Context: an optimization exercise on an open-source flow, tuned for small area. The choices shown serve that exercise and are no tape-out recipe. Function was checked by simulation only, so behaviour that the tests miss may differ from the original. No run shown here takes its clock network from TritonCTS; it comes from the design's own scripts or RTL. The flow treats the clock pin as an ideal source. Dropping or thinning the clock tree relies on that and would not hold on a real chip. Power and IR drop assume default switching activity.

==> flow/run.sh <==
#!/bin/bash
# Standard ORFS layout with two changes: port buffers use the smallest
# buffer cell, and the clock tree is a root inverter driving a few leaf
# inverters, each for one cluster of registers (flow/mycts.tcl, run as the
# CTS step's PRE_CTS_TCL hook). ORFS writes each tool's log under
# orfs/logs; make's own output goes to flow_make.log here.
set -euo pipefail
here=$(pwd)
export BUFFER_PORTS_ARGS="-buffer_cell sky130_fd_sc_hd__buf_1"
export PRE_CTS_TCL="$here/flow/mycts.tcl"
export MYCTS_ROOT=sky130_fd_sc_hd__inv_6
export MYCTS_LEAF=sky130_fd_sc_hd__inv_16
export MYCTS_NLEAF=4
export MYCTS_NX=2
bash standard.sh finish > flow_make.log 2>&1
==> flow/mycts.tcl <==
proc outterm { inst } {
  set t [$inst findITerm X]
  if { $t == "NULL" || $t == "" } { set t [$inst findITerm Y] }
  return $t
}

# Manual clock tree: the clock port drives a root buffer (or inverter),
# which drives NLEAF leaf buffers (or inverters: both levels invert, so the
# registers see the clock's polarity), each driving the clock pins of one cluster of
# registers (clusters split by position).  NLEAF 0: root drives all.
proc mycts { root_master leaf_master nleaf {nx 0} } {
  set db [ord::get_db]
  set block [ord::get_db_block]
  set clk [$block findNet clk]
  set sinks {}
  foreach it [$clk getITerms] {
    lappend sinks $it
  }
  # root buffer near the centroid of the sinks
  set sx 0; set sy 0; set n 0
  foreach it $sinks {
    set b [[$it getInst] getBBox]
    set sx [expr {$sx + ([$b xMin] + [$b xMax]) / 2}]
    set sy [expr {$sy + ([$b yMin] + [$b yMax]) / 2}]
    incr n
  }
  set cx [expr {$sx / $n}]; set cy [expr {$sy / $n}]
  set rm [$db findMaster $root_master]
  set root [odb::dbInst_create $block $rm clkbuf_root]
  set rnet [odb::dbNet_create $block clknet_root]
  $rnet setSigType CLOCK
  $root setLocation $cx $cy
  $root setPlacementStatus PLACED
  foreach it $sinks { $it disconnect }
  [$root findITerm A] connect $clk
  [outterm $root] connect $rnet
  if { $nleaf == 0 } {
    foreach it $sinks { $it connect $rnet }
    return
  }
  # split sinks into nleaf groups: sort by x into nx columns, then each by y
  set pts {}
  foreach it $sinks {
    set b [[$it getInst] getBBox]
    lappend pts [list $it [expr {([$b xMin] + [$b xMax]) / 2}] [expr {([$b yMin] + [$b yMax]) / 2}]]
  }
  if { $nx == 0 } { set nx [expr {$nleaf >= 4 ? 2 : 1}] }
  if { $nleaf == 2 && $nx == 0 } { set nx 2 }
  set ny [expr {$nleaf / $nx}]
  set pts [lsort -integer -index 1 $pts]
  set per [expr {int(ceil(double([llength $pts]) / $nx))}]
  set k 0
  for {set i 0} {$i < $nx} {incr i} {
    set col [lrange $pts [expr {$i * $per}] [expr {($i + 1) * $per - 1}]]
    set col [lsort -integer -index 2 $col]
    set per2 [expr {int(ceil(double([llength $col]) / $ny))}]
    for {set j 0} {$j < $ny} {incr j} {
      set grp [lrange $col [expr {$j * $per2}] [expr {($j + 1) * $per2 - 1}]]
      if { [llength $grp] == 0 } { continue }
      set gx 0; set gy 0
      foreach p $grp { set gx [expr {$gx + [lindex $p 1]}]; set gy [expr {$gy + [lindex $p 2]}] }
      set gx [expr {$gx / [llength $grp]}]; set gy [expr {$gy / [llength $grp]}]
      set lm [$db findMaster $leaf_master]
      set leaf [odb::dbInst_create $block $lm clkbuf_leaf_$k]
      set lnet [odb::dbNet_create $block clknet_leaf_$k]
      $lnet setSigType CLOCK
      $leaf setLocation $gx $gy
      $leaf setPlacementStatus PLACED
      [$leaf findITerm A] connect $rnet
      [outterm $leaf] connect $lnet
      foreach p $grp { [lindex $p 0] connect $lnet }
      incr k
    }
  }
}

# Used as ORFS's PRE_CTS_TCL hook: build the tree here and make the
# step's own repair_clock_inverters and clock_tree_synthesis calls no-ops.
mycts $::env(MYCTS_ROOT) $::env(MYCTS_LEAF) $::env(MYCTS_NLEAF) $::env(MYCTS_NX)
proc clock_tree_synthesis { args } {
  puts "clock tree built by flow/mycts.tcl"
}
# cts.tcl calls this right after the hook; it would clone each leaf
# inverter once per register.
proc repair_clock_inverters { args } {
  puts "repair_clock_inverters skipped: flow/mycts.tcl's tree is balanced"
}
==> standard.sh <==
#!/bin/bash
# synth_recipe.tcl (not shown) runs the flow's synth.tcl, then flattens the netlist and writes it again
# the make line also repeats each setting of config.mk as NAME=value (left out here)
make -C /OpenROAD-flow-scripts/flow DESIGN_CONFIG=/design/flow/config.mk WORK_HOME=/design/flow/orfs CLKGATE_MAP_FILE= SYNTH_SCRIPT=/design/flow/synth_recipe.tcl "${@:-finish}"
==> config.mk <==
export PLATFORM = sky130hd
export DESIGN_NAME = fifo_wrapper
export DESIGN_NICKNAME = fifo_wrapper
export VERILOG_FILES = /design/flow/design.v
export SDC_FILE = /design/flow/constraint.sdc
export NUM_CORES = 4
export LEC_CHECK = 0
export CAP_MARGIN = 20
export CORE_MARGIN = 2
export CORE_UTILIZATION = 40
export SLEW_MARGIN = 20
export SYNTH_HIERARCHICAL = 1
export SYNTH_MINIMUM_KEEP_SIZE = 0
==> constraint.sdc <==
create_clock -name core_clock -period 5.0 [get_ports {clk}]
set_input_delay 1.0000 -clock core_clock [delete_from_list [all_inputs] [get_ports {clk}]]
set_output_delay 1.0000 -clock core_clock [all_outputs]
set_load 0.01 [all_outputs]
==> design.v <==
module fifo_core (
    clk,
    reset,
    wr_req_n,
    rd_en,
    input_data,
    mem_data,
    full,
    empty,
    count,
    count_n
);
parameter DEPTH = 16;
parameter WIDTH = 8;
parameter POINTER_WIDTH = 4;
input clk;
input reset;
input wr_req_n;                           
input rd_en;                           
input [WIDTH-1:0] input_data;
output [DEPTH*WIDTH-1:0] mem_data;     
output full;
output empty;
output [POINTER_WIDTH:0] count;
output [POINTER_WIDTH-1:0] count_n;    
reg [WIDTH-1:0] mem [DEPTH-1:0];
reg [POINTER_WIDTH:0] fifo_count;
wire [POINTER_WIDTH:0] count_next;
wire [4:0] c = fifo_count;
wire [3:0] cn;
wire push, pop, nonempty;
wire n01, n23, cn4;
assign full    = c[4];
assign count   = fifo_count;
assign count_n = cn;
fifo_inv   u_cn0 (.a(c[0]), .y(cn[0]));
fifo_inv   u_cn1 (.a(c[1]), .y(cn[1]));
fifo_inv   u_cn2 (.a(c[2]), .y(cn[2]));
fifo_inv   u_cn3 (.a(c[3]), .y(cn[3]));
fifo_inv   u_cn4  (.a(c[4]), .y(cn4));
fifo_nor2  u_n01  (.a(c[0]), .b(c[1]), .y(n01));
fifo_nor2  u_n23  (.a(c[2]), .b(c[3]), .y(n23));
fifo_nand3 u_ne   (.a(n01), .b(n23), .c(cn4), .y(nonempty));
fifo_inv   u_e    (.a(nonempty), .y(empty));
fifo_nor2  u_push (.a(c[4]), .b(wr_req_n), .y(push));
fifo_and2  u_pop  (.a(nonempty), .b(rd_en), .y(pop));
wire nu1, nd1, u2, d2, nu3, nd3, u4, d4;
wire t0n, t1, t2n, t3, t4n;
fifo_nand2 u_nu1 (.a(push), .b(c[0]),  .y(nu1));
fifo_nand2 u_nd1 (.a(pop),  .b(cn[0]), .y(nd1));
fifo_nor2  u_u2  (.a(nu1),  .b(cn[1]), .y(u2));
fifo_nor2  u_d2  (.a(nd1),  .b(c[1]),  .y(d2));
fifo_nand2 u_nu3 (.a(u2),   .b(c[2]),  .y(nu3));
fifo_nand2 u_nd3 (.a(d2),   .b(cn[2]), .y(nd3));
fifo_nor2  u_u4  (.a(nu3),  .b(cn[3]), .y(u4));
fifo_nor2  u_d4  (.a(nd3),  .b(c[3]),  .y(d4));
fifo_nor2  u_t0  (.a(push), .b(pop), .y(t0n));
fifo_nand2 u_t1  (.a(nu1),  .b(nd1), .y(t1));
fifo_nor2  u_t2  (.a(u2),   .b(d2),  .y(t2n));
fifo_nand2 u_t3  (.a(nu3),  .b(nd3), .y(t3));
fifo_nor2  u_t4  (.a(u4),   .b(d4),  .y(t4n));
fifo_xnor2 u_x0 (.a(c[0]), .b(t0n), .y(count_next[0]));
fifo_xor2  u_x1 (.a(c[1]), .b(t1),  .y(count_next[1]));
fifo_xnor2 u_x2 (.a(c[2]), .b(t2n), .y(count_next[2]));
fifo_xor2  u_x3 (.a(c[3]), .b(t3),  .y(count_next[3]));
fifo_xnor2 u_x4 (.a(c[4]), .b(t4n), .y(count_next[4]));
integer i;
always @(posedge clk) begin
    if (push) begin
        mem[0] <= input_data;
        for (i = 1; i < DEPTH; i = i + 1)
            mem[i] <= mem[i-1];
    end
end
always @(posedge clk or posedge reset) begin
    if (reset)
        fifo_count <= 0;
    else
        fifo_count <= count_next;
end
genvar g;
generate
    for (g = 0; g < DEPTH; g = g + 1) begin : g_mem
        assign mem_data[g*WIDTH +: WIDTH] = mem[g];
    end
endgenerate
endmodule
module fifo_inv (a, y);
input a;
output y;
assign y = ~a;
endmodule
module fifo_and2 (a, b, y);
input a, b;
output y;
assign y = a & b;
endmodule
module fifo_nand2 (a, b, y);
input a, b;
output y;
assign y = ~(a & b);
endmodule
module fifo_nand3 (a, b, c, y);
input a, b, c;
output y;
assign y = ~(a & b & c);
endmodule
module fifo_nor2 (a, b, y);
input a, b;
output y;
assign y = ~(a | b);
endmodule
module fifo_xor2 (a, b, y);
input a, b;
output y;
assign y = a ^ b;
endmodule
module fifo_xnor2 (a, b, y);
input a, b;
output y;
assign y = ~(a ^ b);
endmodule
module fifo_and3 (a, b, c, y);
input a, b, c;
output y;
assign y = a & b & c;
endmodule
module fifo_nand4 (a, b, c, d, y);
input a, b, c, d;
output y;
assign y = ~(a & b & c & d);
endmodule
module fifo_aoi22 (a1, a2, b1, b2, y);
input a1, a2, b1, b2;
output y;
assign y = ~((a1 & a2) | (b1 & b2));
endmodule
module fifo_aoi222 (a1, a2, b1, b2, c1, c2, y);
input a1, a2, b1, b2, c1, c2;
output y;
assign y = ~((a1 & a2) | (b1 & b2) | (c1 & c2));
endmodule
module fifo_csr (
    clk,
    reset,
    avalon_address,
    avalon_write,
    avalon_read,
    avalon_writedata,
    avalon_readdata,
    full,
    empty,
    count,
    count_n,
    wr_req_n,
    rd_en,
    fifo_input_data,
    mem_data
);
parameter WIDTH = 8;
parameter DEPTH = 16;
parameter POINTER_WIDTH = 4;
input clk;
input reset;
input [1:0] avalon_address;
input avalon_write;
input avalon_read;
input [WIDTH-1:0] avalon_writedata;
output [WIDTH-1:0] avalon_readdata;
input full;
input empty;
input [POINTER_WIDTH:0] count;
input [POINTER_WIDTH-1:0] count_n;
output wr_req_n;                       
output rd_en;
output [WIDTH-1:0] fifo_input_data;
input [DEPTH*WIDTH-1:0] mem_data;
reg [WIDTH-1:0] control_reg;
reg control_set;                    
reg [1:0] addr_q;
wire ctrl_we = avalon_write && (avalon_address == 2'b11);
assign wr_req_n = !(avalon_write && (avalon_address == 2'b10));
assign rd_en = avalon_read && (avalon_address == 2'b01);
assign fifo_input_data = avalon_writedata;
always @(posedge clk)
    if (ctrl_we)
        control_reg <= avalon_writedata;
always @(posedge clk or posedge reset) begin
    if (reset)
        control_set <= 1'b0;
    else if (ctrl_we)
        control_set <= 1'b1;
end
always @(posedge clk)
    addr_q <= avalon_address;
wire [WIDTH-1:0] status = {1'b0, full, empty, count};
wire csel, ssel, psel, aq0n;
fifo_and2  u_csel (.a(addr_q[1]), .b(control_set), .y(csel));
fifo_nor2  u_ssel (.a(addr_q[1]), .b(addr_q[0]), .y(ssel));
fifo_inv   u_aq0n (.a(addr_q[0]), .y(aq0n));
fifo_nor2  u_psel (.a(addr_q[1]), .b(aq0n), .y(psel));
wire [3:0] nlo;      
wire [3:0] nhi;      
wire [DEPTH-1:0] sel;
wire [3:0] c  = count[3:0];
wire [3:0] cn = count_n;
fifo_nand2 u_nlo0 (.a(cn[1]), .b(cn[0]), .y(nlo[0]));
fifo_nand2 u_nlo1 (.a(cn[1]), .b( c[0]), .y(nlo[1]));
fifo_nand2 u_nlo2 (.a( c[1]), .b(cn[0]), .y(nlo[2]));
fifo_nand2 u_nlo3 (.a( c[1]), .b( c[0]), .y(nlo[3]));
fifo_nand3 u_nhi0 (.a(cn[3]), .b(cn[2]), .c(psel), .y(nhi[0]));
fifo_nand3 u_nhi1 (.a(cn[3]), .b( c[2]), .c(psel), .y(nhi[1]));
fifo_nand3 u_nhi2 (.a( c[3]), .b(cn[2]), .c(psel), .y(nhi[2]));
fifo_nand3 u_nhi3 (.a( c[3]), .b( c[2]), .c(psel), .y(nhi[3]));
genvar g, b;
generate
    for (g = 0; g < DEPTH; g = g + 1) begin : g_sel
        fifo_nor2 u_sel (.a(nlo[g % 4]), .b(nhi[g / 4]), .y(sel[g]));
    end
    for (b = 0; b < WIDTH; b = b + 1) begin : g_bit
        wire [5:0] n;
        wire h;
        fifo_aoi222 u_t0 (.a1(sel[0]),  .a2(mem_data[0*WIDTH+b]),
                          .b1(sel[1]),  .b2(mem_data[1*WIDTH+b]),
                          .c1(sel[2]),  .c2(mem_data[2*WIDTH+b]),  .y(n[0]));
        fifo_aoi222 u_t1 (.a1(sel[3]),  .a2(mem_data[3*WIDTH+b]),
                          .b1(sel[4]),  .b2(mem_data[4*WIDTH+b]),
                          .c1(sel[5]),  .c2(mem_data[5*WIDTH+b]),  .y(n[1]));
        fifo_aoi222 u_t2 (.a1(sel[6]),  .a2(mem_data[6*WIDTH+b]),
                          .b1(sel[7]),  .b2(mem_data[7*WIDTH+b]),
                          .c1(sel[8]),  .c2(mem_data[8*WIDTH+b]),  .y(n[2]));
        fifo_aoi222 u_t3 (.a1(sel[9]),  .a2(mem_data[9*WIDTH+b]),
                          .b1(sel[10]), .b2(mem_data[10*WIDTH+b]),
                          .c1(sel[11]), .c2(mem_data[11*WIDTH+b]), .y(n[3]));
        fifo_aoi222 u_t4 (.a1(sel[12]), .a2(mem_data[12*WIDTH+b]),
                          .b1(sel[13]), .b2(mem_data[13*WIDTH+b]),
                          .c1(sel[14]), .c2(mem_data[14*WIDTH+b]), .y(n[4]));
        if (b == WIDTH-1) begin : g_nostat
            fifo_aoi22 u_t5 (.a1(sel[15]), .a2(mem_data[15*WIDTH+b]),
                             .b1(csel),    .b2(control_reg[b]), .y(n[5]));
        end else begin : g_stat
            fifo_aoi222 u_t5 (.a1(sel[15]), .a2(mem_data[15*WIDTH+b]),
                              .b1(csel),    .b2(control_reg[b]),
                              .c1(ssel),    .c2(status[b]), .y(n[5]));
        end
        fifo_and3  u_h (.a(n[0]), .b(n[1]), .c(n[2]), .y(h));
        fifo_nand4 u_o (.a(h), .b(n[3]), .c(n[4]), .d(n[5]), .y(avalon_readdata[b]));
    end
endgenerate
endmodule
module fifo_wrapper (
    clk,
    reset,
    avalon_address,             
    avalon_write,               
    avalon_read,                
    avalon_writedata,           
    avalon_readdata,            
    avalon_status               
);
parameter WIDTH = 8;
parameter DEPTH = 16;
parameter POINTER_WIDTH = 4;
input clk;
input reset;
input [1:0] avalon_address;
input avalon_write;
input avalon_read;
input [WIDTH-1:0] avalon_writedata;
output [WIDTH-1:0] avalon_readdata;
output [1:0] avalon_status;
wire wr_req_n, rd_en;
wire full, empty;
wire [DEPTH*WIDTH-1:0] mem_data;
wire [POINTER_WIDTH:0] count;               
wire [WIDTH-1:0] fifo_input_data;
wire [POINTER_WIDTH-1:0] count_n;
fifo_csr #(
    .WIDTH(WIDTH),
    .DEPTH(DEPTH),
    .POINTER_WIDTH(POINTER_WIDTH)
) csr_inst (
    .clk(clk),
    .reset(reset),
    .avalon_address(avalon_address),
    .avalon_write(avalon_write),
    .avalon_read(avalon_read),
    .avalon_writedata(avalon_writedata),
    .avalon_readdata(avalon_readdata),
    .full(full),
    .empty(empty),
    .wr_req_n(wr_req_n),
    .rd_en(rd_en),
    .fifo_input_data(fifo_input_data),
    .mem_data(mem_data),
    .count(count),
    .count_n(count_n)
);
fifo_core #(
    .DEPTH(DEPTH),
    .WIDTH(WIDTH),
    .POINTER_WIDTH(POINTER_WIDTH)
) core_inst (
    .clk(clk),
    .reset(reset),
    .wr_req_n(wr_req_n),
    .rd_en(rd_en),
    .input_data(fifo_input_data),
    .mem_data(mem_data),
    .full(full),
    .empty(empty),
    .count(count),
    .count_n(count_n)
);
assign avalon_status = {full, empty};
endmodule
==> results of run 1 <==
## placed cells by master (no fill, tap or decap)
cell type  instances
a22oi_2            1
nand2_1           10
buf_12             1
nand3b_1           1
inv_6              1
nand3_1            5
xnor2_1            3
and3_2             1
nor2_1            27
inv_1              9
buf_1             23
a222oi_1          47
and3b_1            1
and2_1             2
nand4_1            8
inv_16             4
dfxtp_1            2
nor2_4             1
edfxtp_1         136
dfrtp_1            6
xor2_1             2
and3_1             8
a31o_1             1
## per-module statistics from Yosys (local to each module, per instance), excerpt
module	times used	cell area [sq um]	flops+latches
fifo_wrapper	1	15.01	0
fifo_and2	2	6.256	0
fifo_nor2	28	3.754	0
fifo_xnor2	3	8.758	0
fifo_and3	8	6.256	0
fifo_xor2	2	8.758	0
## where the power goes
part / switching, mW / internal (mW) / total [mW]
sequential: 0.0773 / 1.41 / 1.49
combinational: 0.199 / 0.100 / 0.299
clock: 0.380 / 0.0577 / 0.438
total: 0.656 / 1.57 / 2.23
## area by class of cell
class	count	area, sq um	area share [%]
repair buffers	24	106.4	1.911
well taps	172	215.2	3.867
flip-flops and latches	144	4274	76.80
inverters	14	122.6	2.203
multi-input cells	118	847.1	15.22
## final timing paths
path / startpoint / to / slack [ns] / cells past startpoint
max: csr_inst.addr_q[0] / avalon_readdata[2] / 1.64 / 8
min: core_inst.mem[5][4] / core_inst.mem[6][4] / 0.46 / 0
max reg2reg: core_inst.fifo_count[4] / core_inst.fifo_count[4] / 2.92 / 8
min reg2reg: core_inst.mem[5][4] / core_inst.mem[6][4] / 0.46 / 0
max in group asynchronous: reset / core_inst.fifo_count[1] / 4.21 / 2
min in group asynchronous: reset / csr_inst.control_set / 0.55 / 2
## critical path, cell delays in order (launching register included)
cell and delay [ns]:
dfxtp_1 0.35, inv_1 0.04, nor2_1 0.22, nand3_1 0.18
nor2_1 0.55, a222oi_1 0.24, and3_1 0.21, nand4_1 0.13
buf_1 0.19
## per-layer routing
metal  up-vias  global-route usage, %  part of all wire [%]
met3        10                 0.6757                   6.1
met4         0                  1.807                   1.6
met2       113                  20.56                    47
met1      1358                  20.47                    45
met5         -                      0                     0
li1       1230                      -                     -
## through the flow
stage / power [mW] / setup slack [ns]
2_1_floorplan: 1.706 / 1.051
3_3_place_gp: 1.803 / 1.990
3_5_place_dp: 1.813 / 1.921
4_1_cts: 2.150 / 1.945
5_1_grt: 2.315 / 1.456
6_report: 2.226 / 1.638
## cell families (layout without fill, tap and decap cells)
| group | after synthesis | count (layout) | share of synthesized area [%] |
|---|---|---|---|
| flops | 144 | 144 | 81.72 |
| simple gates | 64 | 64 | 5.814 |
| compound gates | 49 | 49 | 9.402 |
| buf+inv | 20 | 38 | 2.225 |
| xor+xnor | 5 | 5 | 0.8375 |
==> run_results.csv, run 1 <==
group,metric,value,unit
setup_path,cp_max_fo,8,
cells_and_area,fillCellCount,1108,
cells_and_area,fin_area,5565,sq um
placed_design,io_buffers,23,
global_routing,grt_max_degree,131,
yosys,ys_ff_latch,144,
detailed_routing,via_per_inst,5.744,
floorplanning,start_util,41.28,%
yosys,synth_top_area_cell,"edfxtp_1",
sta,skew,0.01156,ns
yosys,synth_area_leaders,"edfxtp_1, a222oi_1, dfrtp_1, nor2_1, buf_4",
floorplanning,ios,24,
power,powerDensity,399.9,nW/um^2
setup_path,worstSetupPathType,"reg2out",
detailed_routing,drt_wl_total,9366,microns
sta,max_freq,0.2974,GHz
setup_path,required,4.00,ns
cells_and_area,final_net_count,316,
yosys,synth_nets,296,
detailed_routing,post_drt_wl_per_cell,19.84,microns
floorplanning,die_h,118.3,microns
yosys,synth_cells,282,
placed_design,placed_cell_area,5477,sq um
yosys,ys_types,19,
cts,postCtsSetupBuffers,0,
cells_and_area,num_antenna_cells,0,
cts,clkSlewWorstSetupHoldPaths,0.11,ns
sta,setup_tns,0,ns
floorplanning,rows,41,
global_routing,overflow,0,
placed_design,gp_congestion,0.8291,
floorplanning,die-area,14010,sq um
yosys,yosys_warnings,9,
yosys,synth_edf_count,136,
sta,post-route-min-period,3.362,ns
cells_and_area,largest_reg_flops,128,
cts,cts_hold_buf,0,
sta,whs,0.4606,ns
cells_and_area,fin_util,43.92,%
sta,tightest_slew,0.6911,ns
cts,post_cts_resized,0,
run,cap_violations,0,
sta,report.final.hold_viol_count,0,
detailed_routing,vias,2711,
placed_design,place_hpwl,6414,microns
cells_and_area,final_cells,472,
cells_and_area,area_growth,6.412,%
power,peakVddDrop,182.0,uV
setup_path,crit_path_end_kind,"primary output",
floorplanning,die_w,118.3,microns
yosys,ys_seq_area_share,81.72,%
setup_path,startpoint_type,"register",
yosys,synthArstFlopShare,4.167,%
yosys,synth_common_cells,"edfxtp_1, a222oi_1, nor2_1",
sta,slew_violations,0,
power,p_leak,1.682,nW
sta,finalCritPeriodShare,67.24,%
hold_path,hold_path.class,"reg2reg",
detailed_routing,drc_errors,0,
cts,worstSkewPairLatency,0.25,ns
status,outcome,"complete, no violations",
yosys,synth_top_cell_area_share,78.09,%
sta,slew_headroom,53.76,%
detailed_routing,antenna_left,0,
cells_and_area,drive_gt1_share,3.000,%
yosys,yosysMostFrequentCell,"edfxtp_1",
placed_design,dp_cells,467,
floorplanning,coreArea,12670,sq um
global_routing,grt_pass1_wl,14660,microns
sta,setup_violations,0,
sta,rsz0062_at_grt,"no",
yosys,ys.flop_type,"edfxtp_1",
detailed_routing,firstDrtPassIters,7,
global_routing,grt_antenna_before_repair,0,
setup_path,arrival,2.36,ns
yosys,syn_area_per_cell,18.55,sq um
global_routing,first_global_vias,2490,
yosys,syn-cell-area,5230,sq um
global_routing,track_usage,13.00,%
detailed_routing,first_iter_violations,533,
==> inputs of run 2 (changes only) <==
--- a/design.v
+++ b/design.v
@@ -10,3 +10,5 @@
     count,
-    count_n
+    count_n,
+    ctrl_we,
+    ctrl_set
 );
@@ -25,2 +27,4 @@
 output [POINTER_WIDTH-1:0] count_n;    
+input ctrl_we;                         
+output reg ctrl_set;                   
 reg [WIDTH-1:0] mem [DEPTH-1:0];
@@ -80,2 +84,10 @@
 end
+wire ctrl_set_next;
+fifo_or2 u_cset (.a(ctrl_set), .b(ctrl_we), .y(ctrl_set_next));
+always @(posedge clk or posedge reset) begin
+    if (reset)
+        ctrl_set <= 1'b0;
+    else
+        ctrl_set <= ctrl_set_next;
+end
 genvar g;
@@ -112,2 +124,7 @@
 endmodule
+module fifo_or2 (a, b, y);
+input a, b;
+output y;
+assign y = a | b;
+endmodule
 module fifo_xor2 (a, b, y);
@@ -156,2 +173,4 @@
     rd_en,
+    ctrl_we,
+    control_set,
     fifo_input_data,
@@ -175,2 +194,4 @@
 output rd_en;
+output ctrl_we;                     
+input control_set;                  
 output [WIDTH-1:0] fifo_input_data;
@@ -178,5 +199,4 @@
 reg [WIDTH-1:0] control_reg;
-reg control_set;                    
 reg [1:0] addr_q;
-wire ctrl_we = avalon_write && (avalon_address == 2'b11);
+fifo_and3 u_cwe (.a(avalon_write), .b(avalon_address[1]), .c(avalon_address[0]), .y(ctrl_we));
 assign wr_req_n = !(avalon_write && (avalon_address == 2'b10));
@@ -187,8 +207,2 @@
         control_reg <= avalon_writedata;
-always @(posedge clk or posedge reset) begin
-    if (reset)
-        control_set <= 1'b0;
-    else if (ctrl_we)
-        control_set <= 1'b1;
-end
 always @(posedge clk)
@@ -277,2 +291,3 @@
 wire [POINTER_WIDTH-1:0] count_n;
+wire ctrl_we, ctrl_set;
 fifo_csr #(
@@ -293,2 +308,4 @@
     .rd_en(rd_en),
+    .ctrl_we(ctrl_we),
+    .control_set(ctrl_set),
     .fifo_input_data(fifo_input_data),
@@ -312,3 +329,5 @@
     .count(count),
-    .count_n(count_n)
+    .count_n(count_n),
+    .ctrl_we(ctrl_we),
+    .ctrl_set(ctrl_set)
 );
--- a/config.mk
+++ b/config.mk
@@ -7,6 +7,6 @@
 export LEC_CHECK = 0
-export CAP_MARGIN = 20
+export CAP_MARGIN = 0
 export CORE_MARGIN = 2
 export CORE_UTILIZATION = 40
-export SLEW_MARGIN = 20
+export SLEW_MARGIN = 0
 export SYNTH_HIERARCHICAL = 1
==> run 2 against run 1 <==
Still clean on timing, DRC and antenna. Maximum frequency down 3.9%. Power down 0.27%. Global-route usage up 0.70 points. First-iteration DRC count up 7.3%. Die area down 0.13%. Synthesized cell count down 0.35%. Register-to-register slack better by 0.06 ns. Highest routed layer unchanged.
==> run_results.csv, run 2 <==
group,metric,value,unit
placed_design,gp_congestion,0.8181,
sta,slew_violations,0,
power,clkPwrFrac,19.7,%
setup_path,worstSetupPathType,"reg2out",
setup_path,reg2reg_slack,2.98,ns
sta,max_freq,0.2859,GHz
detailed_routing,wl_met1,4374,microns
detailed_routing,drt_wl_total,9796,microns
sta,post-route-min-period,3.498,ns
cells_and_area,layout_commonest_cell,"edfxtp_1",
sta,setup_slack,1.502,ns
yosys,ys_seq_area_share,81.84,%
setup_path,cpPeakStageDelay,0.67,ns
yosys,synth_nets,295,
setup_path,crit_chain,"inv_1 -> nor2_1 -> nand3_1 -> nor2_1 -> a222oi_1 -> and3_1 -> nand4_1 -> buf_1",
floorplanning,die_h,118.3,microns
setup_path,crit_slowest_cell,"nor2_1",
global_routing,overflow,0,
yosys,ys_types,18,
detailed_routing,dr_wl_met2,4556,microns
run,cap_violations,0,
yosys,syn_area_per_cell,18.59,sq um
cells_and_area,fillCellCount,1104,
detailed_routing,routed-wl-met3,678,microns
power,p_leak,1.676,nW
yosys,ys.flop_type,"edfxtp_1",
cts,worstSkewPairLatency,0.25,ns
sta,report.final.hold_viol_count,0,
yosys,synth_area_leaders,"edfxtp_1, a222oi_1, dfrtp_1, nor2_1, buf_4",
global_routing,grt_max_degree,131,
floorplanning,ios,24,
placed_design,place_hpwl,6737,microns
setup_path,r2r_cells,8,
yosys,ys_ff_latch,144,
setup_path,required,4.00,ns
sta,slew_headroom,45.84,%
yosys,synth_common_cells,"edfxtp_1, a222oi_1, nor2_1",
global_routing,track_usage,13.70,%
detailed_routing,firstDrtPassIters,7,
cts,post_cts_resized,0,
yosys,syn-cell-area,5223,sq um
detailed_routing,top_layer,"met4",
setup_path,arrival,2.50,ns
cts,clkSlewWorstSetupHoldPaths,0.10,ns
sta,setup_violations,0,
sta,rsz0062_at_grt,"no",
hold_path,min_to,"core_inst.mem[7][3]",
cells_and_area,num_antenna_cells,0,
floorplanning,coreArea,12670,sq um
yosys,synthArstFlopShare,4.167,%
floorplanning,die_w,118.3,microns
cells_and_area,largest_reg_flops,128,
yosys,yosysMostFrequentCell,"edfxtp_1",
placed_design,io_buffers,23,
detailed_routing,post_drt_wl_per_cell,20.80,microns
power,seqPwrFrac,67.0,%
global_routing,grt_pass1_wl,15370,microns
yosys,yosys_warnings,9,
hold_path,hold_path.class,"reg2reg",
setup_path,crit_buf_inv,2,
floorplanning,rows,41,
power,peakVddDrop,180.0,uV
global_routing,grt_antenna_before_repair,0,
cells_and_area,layout_common_cells,"edfxtp_1, a222oi_1, nor2_1, buf_1, nand2_1",
power,p_sw,0.6499,mW
setup_path,rr_endpoint,"core_inst.fifo_count[4]",
floorplanning,die-area,13990,sq um
yosys,synth_top_area_cell,"edfxtp_1",
yosys,synth_cells,281,
detailed_routing,via_per_inst,5.713,
sta,tightest_slew,0.8093,ns
yosys,synth_edf_count,136,
cells_and_area,area_growth,6.421,%
power,powerDensity,399.4,nW/um^2
yosys,synth_top_cell_area_share,78.20,%
cts,postCtsSetupBuffers,0,
global_routing,first_global_vias,2633,
setup_path,cp_max_fo,8,
detailed_routing,antenna_left,0,
power,swShare,29.28,%
cells_and_area,drive_gt1_share,2.676,%
detailed_routing,drc_errors,0,
detailed_routing,vias,2691,
setup_path,crit_path_end_kind,"primary output",
cells_and_area,final_net_count,315,
setup_path,cpLargestDelayFamily,"simple AND/OR/NAND/NOR gates",
power,intPower,1.570,mW
cts,cts_hold_buf,0,
sta,skew,0.009285,ns
detailed_routing,first_iter_violations,572,
sta,finalCritPeriodShare,69.96,%
status,outcome,"complete, no violations",
hold_path,min_from,"core_inst.mem[6][3]",
sta,setup_tns,0,ns
placed_design,dp_slack,1.824,ns
hold_path,hold_depth,0,
setup_path,crit_top_cell,"nor2_1",
setup_path,startpoint_type,"register",
floorplanning,start_util,41.22,%
power,pwr-share-comb,13.3,%
setup_path,crit-reg2reg-launch,"core_inst.fifo_count[4]",
-- run 2: power groups by stage --
stage                     registers (mW)  logic [mW]  clock network (mW)
after floorplan                     1.49       0.216                   0
after global placement              1.51       0.294                   0
after detailed placement            1.51       0.298                   0
after CTS                           1.51       0.298               0.336
after global routing                1.50       0.328               0.495
final                               1.49       0.296               0.437
-- run 2: Yosys stat by module, one instance, submodules excluded, a selection --
module / times used / area, sq um / cells
fifo_wrapper: 1 / 15.01 / 2
fifo_nor2: 28 / 3.754 / 1
fifo_aoi222: 47 / 10.01 / 1
fifo_and3: 9 / 6.256 / 1
fifo_xor2: 2 / 8.758 / 1
fifo_nand3: 5 / 5.005 / 1
fifo_nand4: 8 / 6.256 / 1
fifo_aoi22: 1 / 12.51 / 1
-- run 2: worst max path at each step --
stage / startpoint / end / slack [ns] / cells past startpoint
after floorplan: avalon_address[0] / core_inst.fifo_count[4] / 1.05 / 8
after global placement: csr_inst.addr_q[0] / avalon_readdata[0] / 1.81 / 8
after detailed placement: csr_inst.addr_q[0] / avalon_readdata[0] / 1.82 / 8
after CTS: csr_inst.addr_q[0] / avalon_readdata[0] / 1.83 / 8
after global routing: csr_inst.addr_q[0] / avalon_readdata[0] / 1.31 / 8
final: csr_inst.addr_q[0] / avalon_readdata[0] / 1.50 / 8
-- run 2: per-layer routing --
layer	up-vias	track usage (%)
met1	1345	20.95
met4	0	2.711
met5	-	0
met3	10	0.9170
met2	111	21.82
li1	1225	-
-- run 2: final cells by class --
class / instances / area [sq um] / area share, %
inverter: 13 / 118.9 / 2.139
multi-input combinational: 118 / 843.3 / 15.17
sequential: 144 / 4274 / 76.90
tap: 172 / 215.2 / 3.872
timing repair buffer: 24 / 106.4 / 1.914
-- run 2: cells by family after synthesis --
logic type	Yosys count	synth area share (%)
AO/OA/AOI/OAI	48	9.248
flip-flops	144	81.84
buffers and inverters	19	2.156
XOR/XNOR	5	0.8387
AND/OR/NAND/NOR	65	5.918
-- run 2: per-stage QoR --
step                utilization [%]  cells  hold WS [ns]  power (mW)  instance area, sq um
floorplan                         -    281        0.4220       1.706                  5230
global placement              43.16    466        0.4284       1.803                  5469
detailed placement            43.16    466        0.4357       1.811                  5469
CTS                           43.86    471        0.4326       2.149                  5558
global route                  43.86    471        0.4693       2.320                  5558
finish                        43.86    471        0.4575       2.220                  5558
==> inputs of run 3 (changes only) <==
--- a/config.mk
+++ b/config.mk
@@ -7,6 +7,6 @@
 export LEC_CHECK = 0
-export CAP_MARGIN = 0
+export CAP_MARGIN = 20
 export CORE_MARGIN = 2
 export CORE_UTILIZATION = 40
-export SLEW_MARGIN = 0
+export SLEW_MARGIN = 20
 export SYNTH_HIERARCHICAL = 1
==> run 3 against run 2 <==
Register-to-register slack about the same. Synthesized cell count unchanged. Largest power group unchanged. Critical endpoint unchanged. Still clean on timing, DRC and antenna. Worst setup slack unchanged. Highest routed layer unchanged. Critical path depth unchanged.
==> run_results.csv, run 3 <==
group,metric,value,unit
cells_and_area,area_growth,6.421,%
yosys,muxShareOfSynthArea,0,%
yosys,synth_top_cell_area_share,78.20,%
cts,cts_hold_buf,0,
global_routing,overflow,0,
cells_and_area,final_cells,471,
power,powerDensity,399.4,nW/um^2
yosys,synth_common_cells,"edfxtp_1, a222oi_1, nor2_1",
sta,report.final.hold_viol_count,0,
cts,worstSkewPairLatency,0.25,ns
setup_path,arrival,2.50,ns
yosys,ys_types,18,
yosys,synth_xor_area_share,0.8385,%
sta,setup_tns,0,ns
setup_path,startpoint_type,"register",
yosys,ys_seq_area_share,81.84,%
cells_and_area,drive_gt1_share,2.676,%
status,outcome,"complete, no violations",
detailed_routing,drc_errors,0,
setup_path,worstSetupPathType,"reg2out",
detailed_routing,firstDrtPassIters,7,
floorplanning,die-area,13990,sq um
sta,rsz0062_at_grt,"no",
global_routing,first_global_vias,2633,
global_routing,grt_max_degree,131,
floorplanning,rows,41,
cells_and_area,layout_common_cells,"edfxtp_1, a222oi_1, nor2_1, buf_1, nand2_1",
sta,slew_violations,0,
cts,postCtsSetupBuffers,0,
power,peakVddDrop,180.0,uV
cells_and_area,final_net_count,315,
power,p_leak,1.676,nW
sta,setup_violations,0,
setup_path,crit_path_end_kind,"primary output",
sta,post-route-min-period,3.498,ns
placed_design,place_hpwl,6737,microns
floorplanning,ios,24,
power,clkPwrFrac,19.7,%
yosys,syn-cell-area,5223,sq um
yosys,yosys.area_share.simple,5.918,%
sta,tightest_slew,0.8093,ns
detailed_routing,antenna_left,0,
setup_path,cp_max_fo,8,
yosys,synthArstFlopShare,4.167,%
sta,skew,0.009285,ns
detailed_routing,vias,2691,
placed_design,io_buffers,23,
yosys,synth_top_family_by_area,"compound AO/OA/AOI/OAI gates",
sta,finalCritPeriodShare,69.96,%
sta,whs,0.4575,ns
yosys,synthAdderAreaFrac,0,%
yosys,synth_nets,295,
cts,clkSlewWorstSetupHoldPaths,0.10,ns
yosys,yosysMostFrequentCell,"edfxtp_1",
cells_and_area,layout_commonest_cell,"edfxtp_1",
yosys,ys.flop_type,"edfxtp_1",
sta,max_freq,0.2859,GHz
floorplanning,coreArea,12670,sq um
yosys,syn_area_per_cell,18.59,sq um
floorplanning,die_h,118.3,microns
power,p_sw,0.6499,mW
detailed_routing,post_drt_wl_per_cell,20.80,microns
global_routing,grt_antenna_before_repair,0,
power,total_power,2.220,mW
power,intPower,1.570,mW
yosys,synth_area_leaders,"edfxtp_1, a222oi_1, dfrtp_1, nor2_1, buf_4",
detailed_routing,drt_wl_total,9796,microns
yosys,synth_compound_area_share,9.248,%
yosys,yosys_warnings,9,
yosys,synth_cells,281,
power,swShare,29.28,%
cells_and_area,largest_reg_flops,128,
detailed_routing,via_per_inst,5.713,
yosys,synth_edf_count,136,
cells_and_area,num_antenna_cells,0,
global_routing,grt_pass1_wl,15370,microns
power,pwr-share-comb,13.3,%
floorplanning,die_w,118.3,microns
power,seqPwrFrac,67.0,%
global_routing,track_usage,13.70,%
yosys,ys_ff_latch,144,
sta,slew_headroom,45.84,%
yosys,synth_top_area_cell,"edfxtp_1",
floorplanning,start_util,41.22,%
detailed_routing,first_iter_violations,572,
cts,post_cts_resized,0,
placed_design,gp_congestion,0.8181,
run,cap_violations,0,
hold_path,hold_path.class,"reg2reg",
placed_design,dp_cells,466,
setup_path,required,4.00,ns
## run 3: cell counts after synthesis
Identical to the previous run, type by type.
## run 3: cells by family (layout without fill, tap and decap cells)
group	Yosys count	count (layout)
DFF	144	144
and+or+nand+nor	65	65
AOI/OAI and AO/OA	48	48
buffers and inverters	19	37
xor gates and xnor gates	5	5
## run 3: metrics by stage
stage          util, %  instance area, sq um  setup WS [ns]
3_3_place_gp     43.16                  5469          1.808
4_1_cts          43.86                  5558          1.831
3_5_place_dp     43.16                  5469          1.824
2_1_floorplan        -                  5230          1.051
6_report         43.86                  5558          1.502
5_1_grt          43.86                  5558          1.308
## run 3: Yosys stat by module, one instance, submodules excluded, excerpt
module / cells inside / flip-flops and latches / area (sq um)
fifo_and3: 1 / 0 / 6.256
fifo_aoi22: 1 / 0 / 12.51
fifo_nand2: 1 / 0 / 3.754
fifo_nand3: 1 / 0 / 5.005
fifo_nand4: 1 / 0 / 6.256
fifo_nor2: 1 / 0 / 3.754
fifo_or2: 1 / 0 / 6.256
fifo_wrapper: 2 / 0 / 15.01
fifo_xnor2: 1 / 0 / 8.758
fifo_xor2: 1 / 0 / 8.758
## run 3: routing by layer
metal,up-vias,routed length (microns),global-route usage [%]
li1,1225,-,-
met1,1345,4374,20.95
met2,111,4556,21.82
met3,10,678,0.9170
met4,0,187,2.711
met5,-,0,0
## run 3: worst paths after layout
kind	from	to	slack (ns)	cells past startpoint
setup / recovery	csr_inst.addr_q[0]	avalon_readdata[0]	1.50	8
hold / removal	core_inst.mem[6][3]	core_inst.mem[7][3]	0.46	0
setup reg to reg	core_inst.fifo_count[4]	core_inst.fifo_count[4]	2.98	8
hold reg to reg	core_inst.mem[6][3]	core_inst.mem[7][3]	0.46	0
max in group asynchronous	reset	core_inst.fifo_count[2]	4.15	2
min in group asynchronous	reset	core_inst.ctrl_set	0.63	2
## run 3: cell type report
| class | instances | area (sq um) |
|---|---|---|
| Multi-Input combinational cell | 118 | 843.3 |
| Tap cell | 172 | 215.2 |
| Sequential cell | 144 | 4274 |
| Timing Repair Buffer | 24 | 106.4 |
| Fill cell | 1104 | 7113 |
| Inverter | 13 | 118.9 |
## run 3: power groups by stage
stage                     sequential, mW  combinational (mW)  clock [mW]
after floorplan                     1.49               0.216           0
after global placement              1.51               0.294           0
after detailed placement            1.51               0.298           0
after CTS                           1.51               0.298       0.336
after global routing                1.50               0.328       0.495
final                               1.49               0.296       0.437
## run 3: worst max-delay path, cell delays in order (launching register included)
cell and delay (ns):
dfxtp_1 0.34, inv_1 0.04, nor2_1 0.24, nand3_1 0.20
nor2_1 0.67, a222oi_1 0.24, and3_1 0.24, nand4_1 0.11
buf_1 0.17
==> inputs of run 4 (changes only) <==
--- a/flow/run.sh
+++ b/flow/run.sh
@@ -11,5 +11,5 @@
 export MYCTS_ROOT=sky130_fd_sc_hd__inv_6
-export MYCTS_LEAF=sky130_fd_sc_hd__inv_16
-export MYCTS_NLEAF=4
-export MYCTS_NX=2
+export MYCTS_LEAF=sky130_fd_sc_hd__inv_8
+export MYCTS_NLEAF=6
+export MYCTS_NX=3
 bash standard.sh finish > flow_make.log 2>&1
==> run 4 against run 3 <==
Synthesized area stayed put. Global-route usage is essentially flat. Still clean. Critical path type unchanged. Largest cell class unchanged. Sequential cell count stayed put. Utilization fell by 0.099 points.
==> run_results.csv, run 4 <==
group,metric,value,unit
detailed_routing,drt_wl_total,9871,microns
yosys,synth_cells,281,
yosys,ys_seq_area_share,81.84,%
sta,post-route-min-period,3.485,ns
power,p_leak,1.673,nW
cells_and_area,num_antenna_cells,0,
setup_path,crit_chain,"inv_1 -> nor2_1 -> nand3_1 -> nor2_1 -> a222oi_1 -> and3_1 -> nand4_1 -> buf_1",
placed_design,dp_slack,1.824,ns
yosys,synth_top_family_by_area,"compound AO/OA/AOI/OAI gates",
setup_path,cpLargestDelayFamily,"simple AND/OR/NAND/NOR gates",
yosys,synth_edf_count,136,
run,cap_violations,0,
floorplanning,coreArea,12670,sq um
cells_and_area,fillCellCount,1104,
cells_and_area,largest_reg_flops,128,
yosys,synth_top_area_cell,"edfxtp_1",
power,powerDensity,395.7,nW/um^2
yosys,synth_nets,295,
floorplanning,die-area,13990,sq um
placed_design,io_buffers,23,
setup_path,cp_max_fo,8,
yosys,ys_types,18,
detailed_routing,vias,2736,
setup_path,arrival,2.49,ns
setup_path,crit_buf_inv,2,
cells_and_area,layout_common_cells,"edfxtp_1, a222oi_1, nor2_1, buf_1, nand2_1",
detailed_routing,drc_errors,0,
sta,report.final.hold_viol_count,0,
sta,slew_violations,0,
setup_path,rr_endpoint,"core_inst.fifo_count[4]",
hold_path,min_to,"core_inst.mem[6][0]",
placed_design,gp_congestion,0.8181,
sta,whs,0.4523,ns
global_routing,grt_pass1_wl,15370,microns
floorplanning,die_w,118.3,microns
cells_and_area,layout_commonest_cell,"edfxtp_1",
setup_path,crit_slowest_cell,"nor2_1",
yosys,yosys_warnings,9,
cts,clkSlewWorstSetupHoldPaths,0.12,ns
setup_path,required,4.00,ns
detailed_routing,via_per_inst,5.784,
cts,worstSkewPairLatency,0.23,ns
sta,max_freq,0.2869,GHz
yosys,muxShareOfSynthArea,0,%
setup_path,cpPeakStageDelay,0.68,ns
yosys,synthArstFlopShare,4.167,%
yosys,yosysMostFrequentCell,"edfxtp_1",
setup_path,crit-reg2reg-launch,"core_inst.fifo_count[4]",
sta,setup_slack,1.515,ns
cells_and_area,fin_area,5545,sq um
yosys,ys_ff_latch,144,
yosys,synth_xor_area_share,0.8385,%
setup_path,r2r_cells,8,
sta,slew_headroom,44.65,%
status,outcome,"complete, no violations",
cells_and_area,final_net_count,317,
yosys,syn_area_per_cell,18.59,sq um
global_routing,first_global_vias,2633,
yosys,ys.flop_type,"edfxtp_1",
setup_path,reg2reg_slack,3.02,ns
sta,skew,0.009152,ns
floorplanning,start_util,41.22,%
hold_path,hold_depth,0,
floorplanning,ios,24,
power,peakVddDrop,161.0,uV
placed_design,placed_cell_area,5469,sq um
global_routing,grt_antenna_before_repair,0,
yosys,synth_area_leaders,"edfxtp_1, a222oi_1, dfrtp_1, nor2_1, buf_4",
power,total_power,2.194,mW
placed_design,place_hpwl,6737,microns
sta,finalCritPeriodShare,69.71,%
global_routing,grt_max_degree,131,
yosys,syn-cell-area,5223,sq um
sta,setup_violations,0,
floorplanning,die_h,118.3,microns
floorplanning,rows,41,
yosys,synth_compound_area_share,9.248,%
global_routing,overflow,0,
sta,rsz0062_at_grt,"no",
detailed_routing,antenna_left,0,
detailed_routing,first_iter_violations,631,
cells_and_area,area_growth,6.181,%
sta,tightest_slew,0.8273,ns
cts,cts_hold_buf,0,
detailed_routing,firstDrtPassIters,7,
cells_and_area,drive_gt1_share,3.322,%
cts,postCtsSetupBuffers,0,
setup_path,startpoint_type,"register",
yosys,yosys.area_share.simple,5.918,%
cells_and_area,register_area,4274,sq um
cells_and_area,fin_util,43.76,%
setup_path,worstSetupPathType,"reg2out",
detailed_routing,post_drt_wl_per_cell,20.87,microns
setup_path,crit_path_end_kind,"primary output",
yosys,synthAdderAreaFrac,0,%
cts,post_cts_resized,0,
setup_path,cp_num_cells,8,
yosys,synth_top_cell_area_share,78.20,%
global_routing,track_usage,13.72,%
placed_design,dp_cells,466,
cells_and_area,final_cells,473,
hold_path,hold_path.class,"reg2reg",
yosys,synth_common_cells,"edfxtp_1, a222oi_1, nor2_1",
cells_and_area,multi_input_area,843.3,sq um
sta,setup_tns,0,ns
hold_path,min_from,"core_inst.mem[5][0]",
setup_path,crit_top_cell,"nor2_1",
[run 4: cell counts after synthesis]
No cell type changed its count.
[run 4: logic make-up (layout without fill, tap and decap cells)]
family	after synthesis	count (layout)
AOI/OAI and AO/OA	48	48
xor gates and xnor gates	5	5
buffers and inverters	19	39
DFF	144	144
and+or+nand+nor	65	65
[run 4: layout make-up]
cell class | instances | area share, %
well taps | 172 | 3.881
inverters | 15 | 1.918
multi-input cells | 118 | 15.21
repair buffers | 24 | 1.918
flip-flops and latches | 144 | 77.08
[run 4: worst max-delay path by stage]
stage	from	to	slack [ns]
global route	csr_inst.addr_q[0]	avalon_readdata[0]	1.31
global placement	csr_inst.addr_q[0]	avalon_readdata[0]	1.81
finish	csr_inst.addr_q[0]	avalon_readdata[0]	1.51
floorplan	avalon_address[0]	core_inst.fifo_count[4]	1.05
CTS	csr_inst.addr_q[0]	avalon_readdata[0]	1.83
detailed placement	csr_inst.addr_q[0]	avalon_readdata[0]	1.82
[run 4: power by group]
group / switching, mW / internal, mW / leakage, nW
Clock: 0.363 / 0.0480 / 0.0408
Sequential: 0.0750 / 1.41 / 1.33
Combinational: 0.196 / 0.100 / 0.307
Total: 0.634 / 1.56 / 1.67
[run 4: per-module statistics from Yosys, one instance, submodules excluded, a selection]
module        cells inside  flops+latches  area, sq um
fifo_wrapper             2              0        15.01
fifo_aoi22               1              0        12.51
fifo_aoi222              1              0        10.01
fifo_xnor2               1              0        8.758
fifo_xor2                1              0        8.758
fifo_and2                1              0        6.256
fifo_and3                1              0        6.256
fifo_nand4               1              0        6.256
fifo_or2                 1              0        6.256
fifo_nand3               1              0        5.005
fifo_inv                 1              0        3.754
fifo_nand2               1              0        3.754
fifo_nor2                1              0        3.754
[run 4: layer usage]
layer  global-route usage [%]  wire length, microns
met1                    20.85                  4460
met2                    21.89                  4620
met3                    1.014                   554
met4                    2.786                   235
met5                        0                     0
==> inputs of run 5 (changes only) <==
--- a/config.mk
+++ b/config.mk
@@ -10,2 +10,3 @@
 export CORE_UTILIZATION = 40
+export PLACE_DENSITY = 0.9
 export SLEW_MARGIN = 20
==> run 5 against run 4 <==
Still clean. Synthesized cell count unchanged. Sequential share of layout area increased by 0.070 points. Global-route usage increased by 0.21 points. Largest cell class unchanged.
==> run_results.csv, run 5 <==
group,metric,value,unit
sta,finalCritPeriodShare,66.85,%
detailed_routing,firstDrtPassIters,7,
setup_path,required,4.00,ns
sta,setup_violations,0,
setup_path,cp_max_fo,8,
floorplanning,coreArea,12670,sq um
cells_and_area,layout_commonest_cell,"edfxtp_1",
power,total_power,2.192,mW
sta,whs,0.4540,ns
cells_and_area,fin_area,5540,sq um
hold_path,min_from,"core_inst.mem[11][6]",
cells_and_area,area_growth,6.085,%
yosys,syn-cell-area,5223,sq um
floorplanning,die_w,118.3,microns
setup_path,worstSetupPathType,"reg2out",
yosys,synth_edf_count,136,
sta,slew_headroom,45.57,%
yosys,yosysMostFrequentCell,"edfxtp_1",
hold_path,hold_depth,0,
sta,max_freq,0.2992,GHz
sta,post-route-min-period,3.342,ns
global_routing,track_usage,13.93,%
cells_and_area,layout_common_cells,"edfxtp_1, a222oi_1, nor2_1, buf_1, nand2_1",
hold_path,min_to,"core_inst.mem[12][6]",
detailed_routing,vias,2853,
cts,postCtsSetupBuffers,0,
sta,setup_tns,0,ns
setup_path,cpLargestDelayFamily,"simple AND/OR/NAND/NOR gates",
yosys,ys_types,18,
cells_and_area,largest_reg_flops,128,
setup_path,cpPeakStageDelay,0.55,ns
sta,skew,0.01117,ns
floorplanning,die_h,118.3,microns
cells_and_area,fin_util,43.72,%
yosys,syn_area_per_cell,18.59,sq um
placed_design,placed_cell_area,5464,sq um
yosys,synth_top_cell_area_share,78.20,%
cts,clkSlewWorstSetupHoldPaths,0.12,ns
global_routing,overflow,0,
detailed_routing,antenna_left,0,
power,peakVddDrop,141.9,uV
setup_path,crit_buf_inv,2,
setup_path,startpoint_type,"register",
floorplanning,start_util,41.22,%
run,cap_violations,0,
cts,cts_hold_buf,0,
yosys,synth_nets,295,
cts,post_cts_resized,0,
detailed_routing,via_per_inst,6.019,
yosys,synth_common_cells,"edfxtp_1, a222oi_1, nor2_1",
power,powerDensity,395.7,nW/um^2
status,outcome,"complete, no violations",
sta,setup_slack,1.658,ns
sta,tightest_slew,0.8165,ns
detailed_routing,drc_errors,0,
yosys,ys_ff_latch,144,
yosys,synth_area_leaders,"edfxtp_1, a222oi_1, dfrtp_1, nor2_1, buf_4",
cells_and_area,fillCellCount,1069,
setup_path,arrival,2.34,ns
cells_and_area,num_antenna_cells,0,
yosys,synth_top_area_cell,"edfxtp_1",
placed_design,gp_congestion,0.9488,
hold_path,hold_path.class,"reg2reg",
cells_and_area,final_cells,474,
setup_path,crit-reg2reg-launch,"core_inst.fifo_count[4]",
sta,rsz0062_at_grt,"no",
placed_design,place_hpwl,7324,microns
floorplanning,ios,24,
power,p_leak,1.676,nW
global_routing,grt_max_degree,69,
global_routing,grt_antenna_before_repair,0,
placed_design,dp_cells,467,
setup_path,crit_slowest_cell,"nor2_1",
yosys,yosys_warnings,9,
setup_path,crit_path_end_kind,"primary output",
global_routing,grt_pass1_wl,15620,microns
detailed_routing,drt_wl_total,10280,microns
placed_design,io_buffers,23,
yosys,ys.flop_type,"edfxtp_1",
floorplanning,rows,41,
cts,worstSkewPairLatency,0.23,ns
global_routing,first_global_vias,2738,
floorplanning,die-area,13990,sq um
cells_and_area,drive_gt1_share,3.642,%
detailed_routing,post_drt_wl_per_cell,21.69,microns
setup_path,rr_endpoint,"core_inst.mem[2][0]",
detailed_routing,first_iter_violations,579,
sta,slew_violations,0,
placed_design,dp_slack,1.945,ns
yosys,ys_seq_area_share,81.84,%
yosys,synthArstFlopShare,4.167,%
sta,report.final.hold_viol_count,0,
yosys,synth_cells,281,
cells_and_area,final_net_count,318,
setup_path,crit_chain,"inv_1 -> nand3_1 -> nor2_1 -> a222oi_1 -> and3_1 -> nand4_1 -> buf_1",
setup_path,r2r_cells,2,
setup_path,reg2reg_slack,3.00,ns
[run 5: cell type report]
type	instances	area (sq um)	area share [%]
repair buffers	25	101.3	1.829
multi-input cells	118	843.3	15.22
inverters	15	106.4	1.920
flip-flops and latches	144	4274	77.15
well taps	172	215.2	3.884
[run 5: per-module statistics from Yosys (local to each module, per instance), a selection]
| module | area (sq um) | cells inside |
|---|---|---|
| fifo_xor2 | 8.758 | 1 |
| fifo_xnor2 | 8.758 | 1 |
| fifo_nand4 | 6.256 | 1 |
| fifo_inv | 3.754 | 1 |
| fifo_nand2 | 3.754 | 1 |
| fifo_or2 | 6.256 | 1 |
| fifo_wrapper | 15.01 | 2 |
[run 5: worst register-to-register path, stage by stage (launching register included)]
cell and delay, ns:
dfrtp_1 0.51, nor2_4 0.36, buf_4 0.72
[run 5: worst max path at each step]
stage / start / to / cells after the start
after CTS: core_inst.fifo_count[3] / avalon_readdata[4] / 7
after floorplan: avalon_address[0] / core_inst.fifo_count[4] / 8
after global routing: csr_inst.addr_q[0] / avalon_readdata[2] / 8
after global placement: core_inst.fifo_count[3] / avalon_readdata[2] / 7
final: core_inst.fifo_count[3] / avalon_readdata[2] / 7
after detailed placement: core_inst.fifo_count[3] / avalon_readdata[2] / 7
[run 5: where the power goes]
part	internal (mW)	switching, mW
Sequential	1.41	0.0838
Combinational	0.0990	0.197
Clock	0.0479	0.352
Total	1.56	0.633
[run 5: kinds of logic after synthesis]
group,share of synthesized area [%]
simple gates,5.918
compound gates,9.248
xor+xnor,0.8387
flops,81.84
buf+inv,2.156
[run 5: layer usage]
metal  share of wire, %  GRT usage [%]
met5                  0              0
met3                7.7          1.689
met1                 40          18.96
met4                1.4          2.259
met2                 51          24.46
==> inputs of run 6 (changes only) <==
--- a/design.v
+++ b/design.v
@@ -4,3 +4,4 @@
     wr_req_n,
-    rd_en,
+    avalon_read,
+    avalon_address,
     input_data,
@@ -20,3 +21,4 @@
 input wr_req_n;                           
-input rd_en;                           
+input avalon_read;                     
+input [1:0] avalon_address;
 input [WIDTH-1:0] input_data;
@@ -49,3 +51,4 @@
 fifo_nor2  u_push (.a(c[4]), .b(wr_req_n), .y(push));
-fifo_and2  u_pop  (.a(nonempty), .b(rd_en), .y(pop));
+fifo_and4b u_pop  (.an(avalon_address[1]), .b(avalon_address[0]), .c(avalon_read),
+                   .d(nonempty), .y(pop));
 wire nu1, nd1, u2, d2, nu3, nd3, u4, d4;
@@ -139,2 +142,7 @@
 endmodule
+module fifo_and4b (an, b, c, d, y);
+input an, b, c, d;
+output y;
+assign y = ~an & b & c & d;
+endmodule
 module fifo_and3 (a, b, c, y);
@@ -172,3 +180,2 @@
     wr_req_n,
-    rd_en,
     ctrl_we,
@@ -193,3 +200,2 @@
 output wr_req_n;                       
-output rd_en;
 output ctrl_we;                     
@@ -202,3 +208,2 @@
 assign wr_req_n = !(avalon_write && (avalon_address == 2'b10));
-assign rd_en = avalon_read && (avalon_address == 2'b01);
 assign fifo_input_data = avalon_writedata;
@@ -285,3 +290,3 @@
 output [1:0] avalon_status;
-wire wr_req_n, rd_en;
+wire wr_req_n;
 wire full, empty;
@@ -307,3 +312,2 @@
     .wr_req_n(wr_req_n),
-    .rd_en(rd_en),
     .ctrl_we(ctrl_we),
@@ -323,3 +327,4 @@
     .wr_req_n(wr_req_n),
-    .rd_en(rd_en),
+    .avalon_read(avalon_read),
+    .avalon_address(avalon_address),
     .input_data(fifo_input_data),
==> run 6 against run 5 <==
Clock power decreased by 1%. Worst setup slack got worse by 0.049 ns. Still clean on timing, DRC and antenna. Utilization unchanged. Design area unchanged. Clock skew decreased by 0.0024 ns.
==> run_results.csv, run 6 <==
group,metric,value,unit
cts,worstSkewPairLatency,0.22,ns
sta,max_freq,0.2949,GHz
power,swShare,28.47,%
detailed_routing,vias,2803,
cells_and_area,register_area,4274,sq um
detailed_routing,post_drt_wl_per_cell,19.63,microns
cells_and_area,final_net_count,316,
placed_design,dp_cells,465,
floorplanning,die_w,118.2,microns
setup_path,r2r_cells,8,
global_routing,first_global_vias,2768,
cells_and_area,multi_input_area,838.3,sq um
yosys,synth_common_cells,"edfxtp_1, a222oi_1, nor2_1",
floorplanning,ios,24,
cells_and_area,fin_area,5540,sq um
placed_design,dp_slack,1.935,ns
yosys,synth_area_leaders,"edfxtp_1, a222oi_1, dfrtp_1, nor2_1, buf_4",
run,cap_violations,0,
yosys,ys_types,18,
sta,slew_headroom,52.18,%
cells_and_area,layout_commonest_cell,"edfxtp_1",
power,clkPwrFrac,18.1,%
power,p_sw,0.6209,mW
sta,report.final.hold_viol_count,0,
hold_path,min_to,"core_inst.mem[6][3]",
detailed_routing,drc_errors,0,
floorplanning,die_h,118.2,microns
setup_path,reg2reg_slack,3.10,ns
sta,slew_violations,0,
power,p_leak,1.669,nW
detailed_routing,first_iter_violations,634,
setup_path,crit_path_end_kind,"primary output",
cells_and_area,fillCellCount,1082,
yosys,synth_cells,280,
sta,setup_violations,0,
yosys,syn_area_per_cell,18.63,sq um
hold_path,min_from,"core_inst.mem[5][3]",
power,peakVddDrop,192.2,uV
cells_and_area,layout_common_cells,"edfxtp_1, a222oi_1, nor2_1, buf_1, nand2_1",
yosys,ys.flop_type,"edfxtp_1",
status,outcome,"complete, no violations",
sta,setup_slack,1.609,ns
setup_path,required,4.00,ns
power,intPower,1.560,mW
yosys,synthArstFlopShare,4.167,%
setup_path,cp_max_fo,8,
setup_path,crit_chain,"inv_1 -> nor2_1 -> nand3_1 -> nor2_1 -> a222oi_1 -> and3_1 -> nand4_1 -> buf_1",
floorplanning,die-area,13970,sq um
floorplanning,rows,41,
cells_and_area,final_cells,472,
yosys,synth_top_area_cell,"edfxtp_1",
setup_path,crit_top_cell,"nor2_1",
setup_path,crit-reg2reg-launch,"core_inst.fifo_count[4]",
floorplanning,coreArea,12670,sq um
global_routing,grt_pass1_wl,14460,microns
detailed_routing,via_per_inst,5.939,
setup_path,crit_slowest_cell,"nor2_1",
detailed_routing,antenna_left,0,
detailed_routing,drt_wl_total,9266,microns
hold_path,hold_path.class,"reg2reg",
setup_path,startpoint_type,"register",
yosys,yosysMostFrequentCell,"edfxtp_1",
global_routing,grt_max_degree,131,
global_routing,overflow,0,
setup_path,rr_endpoint,"core_inst.fifo_count[4]",
sta,setup_tns,0,ns
yosys,syn-cell-area,5218,sq um
cells_and_area,area_growth,6.187,%
setup_path,arrival,2.39,ns
yosys,ys_seq_area_share,81.92,%
yosys,yosys_warnings,9,
floorplanning,start_util,41.18,%
cells_and_area,num_antenna_cells,0,
placed_design,placed_cell_area,5464,sq um
power,total_power,2.181,mW
cts,clkSlewWorstSetupHoldPaths,0.11,ns
cells_and_area,fin_util,43.72,%
cells_and_area,largest_reg_flops,128,
detailed_routing,firstDrtPassIters,7,
sta,skew,0.008801,ns
yosys,ys_ff_latch,144,
cells_and_area,drive_gt1_share,3.333,%
sta,finalCritPeriodShare,67.82,%
setup_path,worstSetupPathType,"reg2out",
sta,whs,0.4576,ns
yosys,synth_top_cell_area_share,78.27,%
yosys,synth_nets,294,
sta,rsz0062_at_grt,"no",
cts,postCtsSetupBuffers,0,
placed_design,io_buffers,23,
sta,post-route-min-period,3.391,ns
power,seqPwrFrac,68.2,%
global_routing,grt_antenna_before_repair,0,
setup_path,cpPeakStageDelay,0.53,ns
placed_design,place_hpwl,6557,microns
power,powerDensity,393.6,nW/um^2
cts,cts_hold_buf,0,
placed_design,gp_congestion,0.8990,
global_routing,track_usage,12.51,%
power,pwr-share-comb,13.6,%
cts,post_cts_resized,0,
sta,tightest_slew,0.7174,ns
hold_path,hold_depth,0,
yosys,synth_edf_count,136,
==> run 6: cell types whose count changed after synthesis, sizes merged <==
cell   delta
and2      -1
and3b     -1
and4b     +1
==> run 6: power groups by stage <==
| stage | clock network (mW) | registers [mW] | logic (mW) |
|---|---|---|---|
| after floorplan | 0 | 1.49 | 0.216 |
| after global placement | 0 | 1.51 | 0.280 |
| after detailed placement | 0 | 1.51 | 0.294 |
| after CTS | 0.305 | 1.52 | 0.296 |
| after global routing | 0.443 | 1.50 | 0.325 |
| final | 0.396 | 1.49 | 0.297 |
==> run 6: worst max-delay path by stage <==
stage / cells after the start / slack, ns / from / end
2_1_floorplan: 8 / 1.05 / avalon_address[0] / core_inst.fifo_count[4]
3_3_place_gp: 8 / 2.06 / csr_inst.addr_q[0] / avalon_readdata[4]
3_5_place_dp: 8 / 1.93 / csr_inst.addr_q[0] / avalon_readdata[3]
4_1_cts: 8 / 1.92 / csr_inst.addr_q[0] / avalon_readdata[3]
5_1_grt: 8 / 1.44 / csr_inst.addr_q[0] / avalon_readdata[3]
6_report: 8 / 1.61 / csr_inst.addr_q[0] / avalon_readdata[3]
==> run 6: per-module statistics from Yosys, one instance, submodules excluded, excerpt <==
module,flops+latches,copies in the design,area (sq um)
fifo_nand4,0,8,6.256
fifo_nand3,0,5,5.005
fifo_and3,0,9,6.256
fifo_and4b,0,1,10.01
fifo_and2,0,1,6.256
fifo_aoi222,0,47,10.01
fifo_or2,0,1,6.256
fifo_wrapper,0,1,15.01
fifo_nand2,0,10,3.754
fifo_xnor2,0,3,8.758
fifo_nor2,0,28,3.754
fifo_inv,0,7,3.754
==> run 6: worst max-delay path: cells and delay by family (launching register included) <==
kind	cells	cell delay, ns
and+or+nand+nor	5	1.34
DFF	1	0.36
buffers and inverters	2	0.21
AOI/OAI and AO/OA	1	0.26
==> run 6: area by class of cell <==
cell class,count,share of cell area (%)
flip-flops and latches,144,77.15
multi-input cells,117,15.13
well taps,172,3.884
repair buffers,24,1.920
inverters,15,1.920
==> run 6: routing by layer <==
| layer | vias up | wire length, microns | track usage (%) |
|---|---|---|---|
| met5 | - | 0 | 0 |
| met1 | 1382 | 3642 | 16.70 |
| met3 | 12 | 866 | 1.931 |
| met4 | 0 | 119 | 1.280 |
| met2 | 177 | 4638 | 22.40 |
| li1 | 1232 | - | - |
==> run 6: logic make-up after synthesis <==
kind of cell	synth area share [%]
flops	81.92
simple gates	5.827
compound gates	9.257
buf+inv	2.158
xor+xnor	0.8395

separate check: timing with driven ports:
How much do the figures lean on ideal ports? The routed layouts below were timed once more, with nothing changed but the port constraints. Step 1 assumes that a clkbuf_16 drives the clock port and a buf_2 every other input. Step 2 times the ports against the registers' clock, not the clock port: input delays grow and output delays shrink by t, the midpoint of the rising clock arrivals with the driver on. Slacks: ideal ports / drivers / drivers and shift; pairs: ideal ports / drivers.
| run | t (ns) | slack for setup (ns) | worst hold slack (ns) | cell pins on the clock port's net |
|---|---|---|---|---|
| run 1 | 0.287 | 1.638 / 1.595 / 1.882 | 0.461 / 0.461 / 0.461 | 1 |
| run 2 | 0.286 | 1.502 / 1.458 / 1.744 | 0.457 / 0.457 / 0.457 | 1 |
| run 3 | 0.286 | 1.502 / 1.458 / 1.744 | 0.457 / 0.457 / 0.457 | 1 |
| run 4 | 0.271 | 1.515 / 1.470 / 1.740 | 0.452 / 0.452 / 0.452 | 1 |
| run 5 | 0.266 | 1.658 / 1.615 / 1.881 | 0.454 / 0.454 / 0.454 | 1 |
| run 6 | 0.265 | 1.609 / 1.564 / 1.828 | 0.458 / 0.458 / 0.458 | 1 |
After both steps setup and hold are still met in every run listed.
